Source: an optimization exercise on an open RTL-to-GDS flow (aim: small area). Production flows keep margins and buffers that such runs may drop.
Only simulation tests tie the RTL to the original design; equivalence was not proved.

==> inputs of v18 <==
// CV_LR5_TOP
module CV_LR5_TOP
(
    input CLK,
    input SYS_NRST,
    input UART_RXD,
    output wire UART_TXD,
    output [7:0] LED
);
export LEC_CHECK = 0
export CAP_MARGIN = 0
export CORE_MARGIN = 2
export CORE_UTILIZATION = 70
export CTS_BUF_LIST = sky130_fd_sc_hd__clkbuf_8
export CTS_CLUSTER_DIAMETER = 60
export CTS_CLUSTER_SIZE = 18
export GPL_TIMING_DRIVEN = 0
export SLEW_MARGIN = 0
create_clock -name core_clock -period 15.0 [get_ports {CLK}]
standard.sh (not shown) runs the stock make flow with config.mk's settings and CLKGATE_MAP_FILE= SYNTH_SCRIPT=/design/flow/synth_recipe.tcl, a recipe that flattens the netlist after the stock synthesis.
==> flow/flow/run.sh <==
#!/bin/bash
set -euo pipefail
cd "$(dirname "$0")/.."
bash standard.sh SYNTH_SCRIPT="$PWD/flow/area_synth.tcl" ADDER_MAP_FILE= \
    "BUFFER_PORTS_ARGS=-buffer_cell sky130_fd_sc_hd__buf_1" finish > flow_make.log 2>&1
==> flow/flow/area_synth.tcl <==
# The standard flow's synthesis script (synth_recipe.tcl, beside flow/), with one change:
# the combinational logic is mapped by ABC with an area-oriented script
# (&deepsyn resynthesis, then area mapping with amap) instead of ORFS's
# delay-driven script with buffering and sizing.  Flip-flop mapping and
# names, and every other step, are those of the standard synthesis.
proc abc {args} {
  set keep [list]
  set skip 0
  foreach a $args {
    if { $skip } { set skip 0; continue }
    if { $a in {-script -constr -D} } { set skip 1; continue }
    lappend keep $a
  }
  yosys abc {*}$keep -script {+strash;&get,-n;&deepsyn,-T,60;&put;dch,-f;amap}
}
source [file join [file dirname [file normalize [info script]]] .. synth_recipe.tcl]
==> inputs of v4, as changes to v18 <==
--- a/flow/design.v
+++ b/flow/design.v
@@ -19,13 +19,13 @@
 wire pass_end = (p6 == 6'd63);
 reg s1, s2;
 always @(posedge CLK) begin
     s1 <= UART_RXD;
     s2 <= s1;
 end
-localparam RX_RST = 2'd0, RX_ARM = 2'd1, RX_BSY = 2'd2, RX_SKP = 2'd3;
+localparam RX_ARM = 2'd0, RX_BSY = 2'd1, RX_SKP = 2'd2, RX_RST = 2'd3;
 reg [1:0] rxst;
 reg [7:0] rsh;
 wire rx_smp = (p6 == 6'd62);
 always @(posedge CLK, negedge SYS_NRST)
 begin
     if (!SYS_NRST) rxst <= RX_RST;
@@ -168,27 +168,30 @@
 wire kwspec = (ty == T_ON) & (c == 5'd10) & (ch == 8'h46);    
 wire last1 = ty_add ? (c[3:0] == 4'd8) : ty_mul ? (c[3:0] == 4'd15) : (c[3:0] == 4'd9);
 wire last2 = ty_add ? (c[3:0] == 4'd8) : ty_mul ? (c[3:0] == 4'd15) : (c[3:0] == 4'd1);
 wire hact = ty_mul & (|dg[3:0]);
 reg txb;           
 reg txd;
-reg txp;           
 reg [63:0] ra, rp;
 wire isdig = c[4] & (ty_mul | (ty_add & (~c[3] | (c[2:0] == 3'd0))));
 wire tx_bnd = (st == S_TX) & (p6 == {~c[3:0], 2'b00});
 wire [3:0] nib = {rp[60], rp[61], rp[62], rp[63]};
 wire [7:0] hexch = (nib < 4'd10) ? {4'h3, nib} : {4'h4, nib - 4'd9};
 wire [7:0] txch = isdig ? hexch : rom_ch;
 wire [3:0] k = ph[9:6];
 wire ch_end = tx_bnd & txb & (k == 4'd11);
 wire win = (ph[7:3] == {dg[0], dg[4:1]});
 always @(posedge CLK, negedge SYS_NRST)
 begin
-    if (!SYS_NRST) st <= S_IDLE;
+    if (!SYS_NRST) begin
+        st <= S_IDLE;
+        wp <= 1'b0;
+    end
     else begin
         if (wp & pass_end) begin
+            wp <= 1'b0;
             if (st == S_OP1 | st == S_OP2) begin
                 c <= c + 5'd1;
                 if (st == S_OP1 & last1) st <= S_SP2;
                 if (st == S_OP2 & last2) st <= S_CR;
             end
         end
@@ -205,51 +208,49 @@
                         st <= S_OP1;
                     end
                     else if (~kwdone & (ch == rom_ch | kwspec)) begin
                         c <= c + 5'd1;
                         if (kwspec) ty <= T_OFF;
                     end
-                    else begin ty <= T_ERR; c <= 5'd0; st <= S_EXEC; end
+                    else begin ty <= T_ERR; c <= 5'd2; st <= S_TX; end
                 end
                 S_SP2: begin
                     if (ch == 8'h20) begin
                         c <= 5'd0;
                         st <= S_OP2;
                     end
-                    else begin ty <= T_ERR; c <= 5'd0; st <= S_EXEC; end
+                    else begin ty <= T_ERR; c <= 5'd2; st <= S_TX; end
                 end
                 S_OP1, S_OP2: begin
-                    if (~hexok) begin ty <= T_ERR; c <= 5'd0; st <= S_EXEC; end
+                    if (hexok) wp <= 1'b1;
+                    else begin ty <= T_ERR; c <= 5'd2; st <= S_TX; end
                 end
                 S_CR: begin
-                    if (ch == 8'h0D) st <= S_LF;
-                    else begin ty <= T_ERR; c <= 5'd0; st <= S_EXEC; end
+                    if (ch == 8'h0D) begin
+                        st <= S_LF;
+                        if (ty_add) wp <= 1'b1;
+                    end
+                    else begin ty <= T_ERR; c <= 5'd2; st <= S_TX; end
                 end
                 S_LF: begin
-                    if (ch == 8'h0A) begin
-                        c <= 5'd0;
-                        st <= S_EXEC;
-                    end
-                    else begin ty <= T_ERR; c <= 5'd0; st <= S_EXEC; end
+                    if (ch == 8'h0A) st <= S_EXEC;
+                    else begin ty <= T_ERR; c <= 5'd2; st <= S_TX; end
                 end
                 default: ;
             endcase
         end
         if (st == S_KW1) begin
             if (ch == rom_ch) begin
                 st <= S_KW;
                 c <= 5'd10;
             end
-            else begin ty <= T_ERR; c <= 5'd0; st <= S_EXEC; end
+            else begin ty <= T_ERR; c <= 5'd2; st <= S_TX; end
         end
-        if (st == S_EXEC & pass_end) begin
-            c <= c + 5'd1;
-            if (c[2] & c[0]) begin
-                st <= S_TX;
-                c <= (ty_arith | (ty == T_ERR)) ? 5'd2 : 5'd1;
-            end
+        if (st == S_EXEC & win & (ph[2:0] == 3'd7)) begin
+            st <= S_TX;
+            c <= ty_arith ? 5'd2 : 5'd1;
         end
         if (ch_end) begin
             c <= c + 5'd1;
             if (txch == 8'h0A) st <= S_IDLE;
         end
     end
@@ -258,25 +259,22 @@
 wire [63:0] ram_k = {40'h9B7D1AC5E0, 24'd0};
 wire a_ok = (ty == T_WR) ? ((p6 < 6'd29) | (ra[63] == ram_k[p6]))
                          : ((p6 < 6'd25) | (ra[63] == led_k[p6]));
 always @(posedge CLK)
     if (st == S_SP2) mat <= a_ok & (mat | pass_beg);
 always @(posedge CLK)
-    if (rx_done) wp <= ((st == S_OP1 | st == S_OP2) & hexok) | ((st == S_CR) & ty_add & (ch == 8'h0D));
-    else if (pass_end) wp <= 1'b0;
-always @(posedge CLK)
 begin
     if (rx_done & hexok & (st == S_OP1) & ~ty_arith) dg <= {hv, dg[1]};
     else if (rx_done & hexok & (st == S_OP2) & ty_mul) dg <= {hv, 1'b1};
     else if (pass_end & hact) dg <= {dg[3:0], 1'b0};
 end
 reg pd, cy;
 wire dbit = hv[p6[1:0]];
 wire [3:0] slot = ~c[3:0];
 wire [3:0] slot2 = ty_arith ? slot : {dg[3:1], ~c[0]};
-wire zero_m = wp & (st == S_OP1) & ty_arith;
+wire zero_m = wp & (st == S_OP1) & ty_mul;
 wire add_m  = wp & (st == S_LF) & ty_add;
 wire aw_m   = wp & (st == S_OP1) & (p6[5:2] == slot);
 wire pw_m   = wp & (st == S_OP2) & ~ty_mul & (p6[5:2] == slot2);
 wire sx = hact ? (pd & ~pass_beg) : rp[63];
 wire sy = ra[63] & (~hact | dg[4]);
 wire ss = sx ^ sy ^ cy;
@@ -284,13 +282,13 @@
 wire ra_in = aw_m ? dbit : ra[63];
 always @(posedge CLK)
 begin
     ra <= {ra[62:0], ra_in};
     rp <= {rp[62:0], rp_in};
     pd <= rp[63];
-    cy <= pass_end ? 1'b0 : ((sx & sy) | (sx & cy) | (sy & cy));
+    cy <= (pass_end | (add_m & (p6 == 6'd27))) ? 1'b0 : ((sx & sy) | (sx & cy) | (sy & cy));
 end
 reg [255:0] ram;
 wire ram_we = (st == S_EXEC) & win & (ty == T_WR) & mat;
 always @(posedge CLK) ram <= {ram[254:0], ram_we ? rp[63] : ram[255]};
 reg [7:0] mask;
 reg [4:0] laddr;
@@ -330,15 +328,13 @@
             4'd3: txd <= txch[2];
             4'd4: txd <= txch[3];
             4'd5: txd <= txch[4];
             4'd6: txd <= txch[5];
             4'd7: txd <= txch[6];
             4'd8: txd <= txch[7];
-            4'd9: txd <= txp ^ txd;
+            4'd9: txd <= ^txch;
             default: txd <= 1'b1;
         endcase
     end
 end
-always @(posedge CLK)
-    if (tx_bnd) txp <= (k != 4'd0) & (txp ^ txd);
 assign UART_TXD = txd;
 endmodule
==> flow/flow/run.sh (replaced) <==
#!/bin/bash
set -euo pipefail
cd "$(dirname "$0")/.."
bash standard.sh SYNTH_SCRIPT="$PWD/flow/area_synth.tcl" \
    "BUFFER_PORTS_ARGS=-buffer_cell sky130_fd_sc_hd__buf_1" finish > flow_make.log 2>&1
==> flow/flow/area_synth.tcl (replaced) <==
# The standard flow's synthesis script (synth_recipe.tcl, beside flow/), with one change:
# the combinational logic is mapped by Yosys's default ABC script, which aims
# at area, instead of ORFS's delay-driven script with buffering and sizing.
# Flip-flop mapping, names and everything else are unchanged.
proc abc {args} {
  set keep [list]
  set skip 0
  foreach a $args {
    if { $skip } { set skip 0; continue }
    if { $a in {-script -constr -D} } { set skip 1; continue }
    lappend keep $a
  }
  yosys abc {*}$keep
}
source [file join [file dirname [file normalize [info script]]] .. synth_recipe.tcl]
==> inputs of v19, as changes to v18 <==
--- a/flow/design.v
+++ b/flow/design.v
@@ -19,13 +19,13 @@
 wire pass_end = (p6 == 6'd63);
 reg s1, s2;
 always @(posedge CLK) begin
     s1 <= UART_RXD;
     s2 <= s1;
 end
-localparam RX_RST = 2'd0, RX_ARM = 2'd1, RX_BSY = 2'd2, RX_SKP = 2'd3;
+localparam RX_ARM = 2'd0, RX_BSY = 2'd1, RX_SKP = 2'd2, RX_RST = 2'd3;
 reg [1:0] rxst;
 reg [7:0] rsh;
 wire rx_smp = (p6 == 6'd62);
 always @(posedge CLK, negedge SYS_NRST)
 begin
     if (!SYS_NRST) rxst <= RX_RST;
@@ -205,51 +205,45 @@
                         st <= S_OP1;
                     end
                     else if (~kwdone & (ch == rom_ch | kwspec)) begin
                         c <= c + 5'd1;
                         if (kwspec) ty <= T_OFF;
                     end
-                    else begin ty <= T_ERR; c <= 5'd0; st <= S_EXEC; end
+                    else begin ty <= T_ERR; c <= 5'd2; st <= S_TX; end
                 end
                 S_SP2: begin
                     if (ch == 8'h20) begin
                         c <= 5'd0;
                         st <= S_OP2;
                     end
-                    else begin ty <= T_ERR; c <= 5'd0; st <= S_EXEC; end
+                    else begin ty <= T_ERR; c <= 5'd2; st <= S_TX; end
                 end
                 S_OP1, S_OP2: begin
-                    if (~hexok) begin ty <= T_ERR; c <= 5'd0; st <= S_EXEC; end
+                    if (~hexok) begin ty <= T_ERR; c <= 5'd2; st <= S_TX; end
                 end
                 S_CR: begin
                     if (ch == 8'h0D) st <= S_LF;
-                    else begin ty <= T_ERR; c <= 5'd0; st <= S_EXEC; end
+                    else begin ty <= T_ERR; c <= 5'd2; st <= S_TX; end
                 end
                 S_LF: begin
-                    if (ch == 8'h0A) begin
-                        c <= 5'd0;
-                        st <= S_EXEC;
-                    end
-                    else begin ty <= T_ERR; c <= 5'd0; st <= S_EXEC; end
+                    if (ch == 8'h0A) st <= S_EXEC;
+                    else begin ty <= T_ERR; c <= 5'd2; st <= S_TX; end
                 end
                 default: ;
             endcase
         end
         if (st == S_KW1) begin
             if (ch == rom_ch) begin
                 st <= S_KW;
                 c <= 5'd10;
             end
-            else begin ty <= T_ERR; c <= 5'd0; st <= S_EXEC; end
+            else begin ty <= T_ERR; c <= 5'd2; st <= S_TX; end
         end
-        if (st == S_EXEC & pass_end) begin
-            c <= c + 5'd1;
-            if (c[2] & c[0]) begin
-                st <= S_TX;
-                c <= (ty_arith | (ty == T_ERR)) ? 5'd2 : 5'd1;
-            end
+        if (st == S_EXEC & win & (ph[2:0] == 3'd7)) begin
+            st <= S_TX;
+            c <= ty_arith ? 5'd2 : 5'd1;
         end
         if (ch_end) begin
             c <= c + 5'd1;
             if (txch == 8'h0A) st <= S_IDLE;
         end
     end
Settings changed: CORE_UTILIZATION 70 to 80.
==> flow_summary.json <==
{
  "status": "did not finish",
  "flow.stopped_at": "3_5_place_dp",
  "error": "[ERROR DPL-0033] detailed placement checks failed during check placement.",
  "synth_top_family_by_area": "simple AND/OR/NAND/NOR gates",
  "synth-simple-area-share_pct": 9.94,
  "synth_xor_xnor_area_share_pct": 0,
  "netlist_top_cells_area": "dfxtp_1 66%, edfxtp_1 8.0%, nor2_1 4.4%",
  "syn_inst": 966,
  "postSynthRegisterBits": 451,
  "syn_nets": 969,
  "synthMuxAreaShare_pct": 0,
  "die_height_um": 127,
  "synth_cell_type_count": 47,
  "ys_seq_area_share_pct": 78.4,
  "yosys.area_share.adder_pct": 0,
  "fp-row-count": 44,
  "fp.dieW_um": 127
}
# the run above: v19

==> flow_summary.json <==
{
  "required_ns": 15.45,
  "ys_seq_area_share_pct": 72.3,
  "syn_nets": 1040,
  "netlist_top_cells_area": "dfxtp_1 61%, edfxtp_1 6.9%, dfrtp_1 3.6%",
  "status": "finished clean",
  "fp-row-count": 49,
  "fp.dieW_um": 140,
  "synth_cell_type_count": 66,
  "synth-simple-area-share_pct": 12.0,
  "syn_inst": 1016,
  "postSynthRegisterBits": 450,
  "p_int_mw": 1.51,
  "cp_num_buf_inv": 1,
  "synth_xor_xnor_area_share_pct": 2.02,
  "die_height_um": 140,
  "max_stage_delay_ns": 1.21
}
# the run above: v4

==> flow_summary.json <==
{
  "synth_top_family_by_area": "compound AO/OA/AOI/OAI gates",
  "netlist_top_cells_area": "dfxtp_1 66%, edfxtp_1 8.0%, dfrtp_1 4.2%",
  "ys_seq_area_share_pct": 78.7,
  "synthMuxAreaShare_pct": 0,
  "yosys.area_share.adder_pct": 0,
  "syn_inst": 945,
  "status": "finished clean",
  "die_height_um": 135,
  "synth-simple-area-share_pct": 9.46,
  "syn_nets": 948,
  "synth_cell_type_count": 49,
  "fp.dieW_um": 135,
  "cp_top_family": "compound AO/OA/AOI/OAI gates"
}
# the run above: v18

[what the ideal ports hide]
In the flow no input, the clock included, has a driving cell. The finished layouts below were timed again as built, in two steps. Step 1 sets driving cells, clkbuf_16 on the clock port and buf_2 on the other inputs (assumed; they add their load-dependent delay and slew). Step 2 also shifts input and output timing later by t, the mid clock arrival at the registers, as if the neighbouring blocks saw the same clock. Three values: no drivers, after step 1, after step 2; two values: the first two.
| run | t, ns | setup WS [ns] | latest minus earliest clock arrival (ns) | worst data-port slew with drivers (ns) |
|---|---|---|---|---|
| v18 | 0.659 | 9.002 / 9.002 / 9.002 | 0.023 / 0.023 | 0.03 |
| v4 | 0.632 | 9.923 / 9.923 / 9.923 | 0.042 / 0.042 | 0.03 |
After both steps every run listed still meets setup and hold.
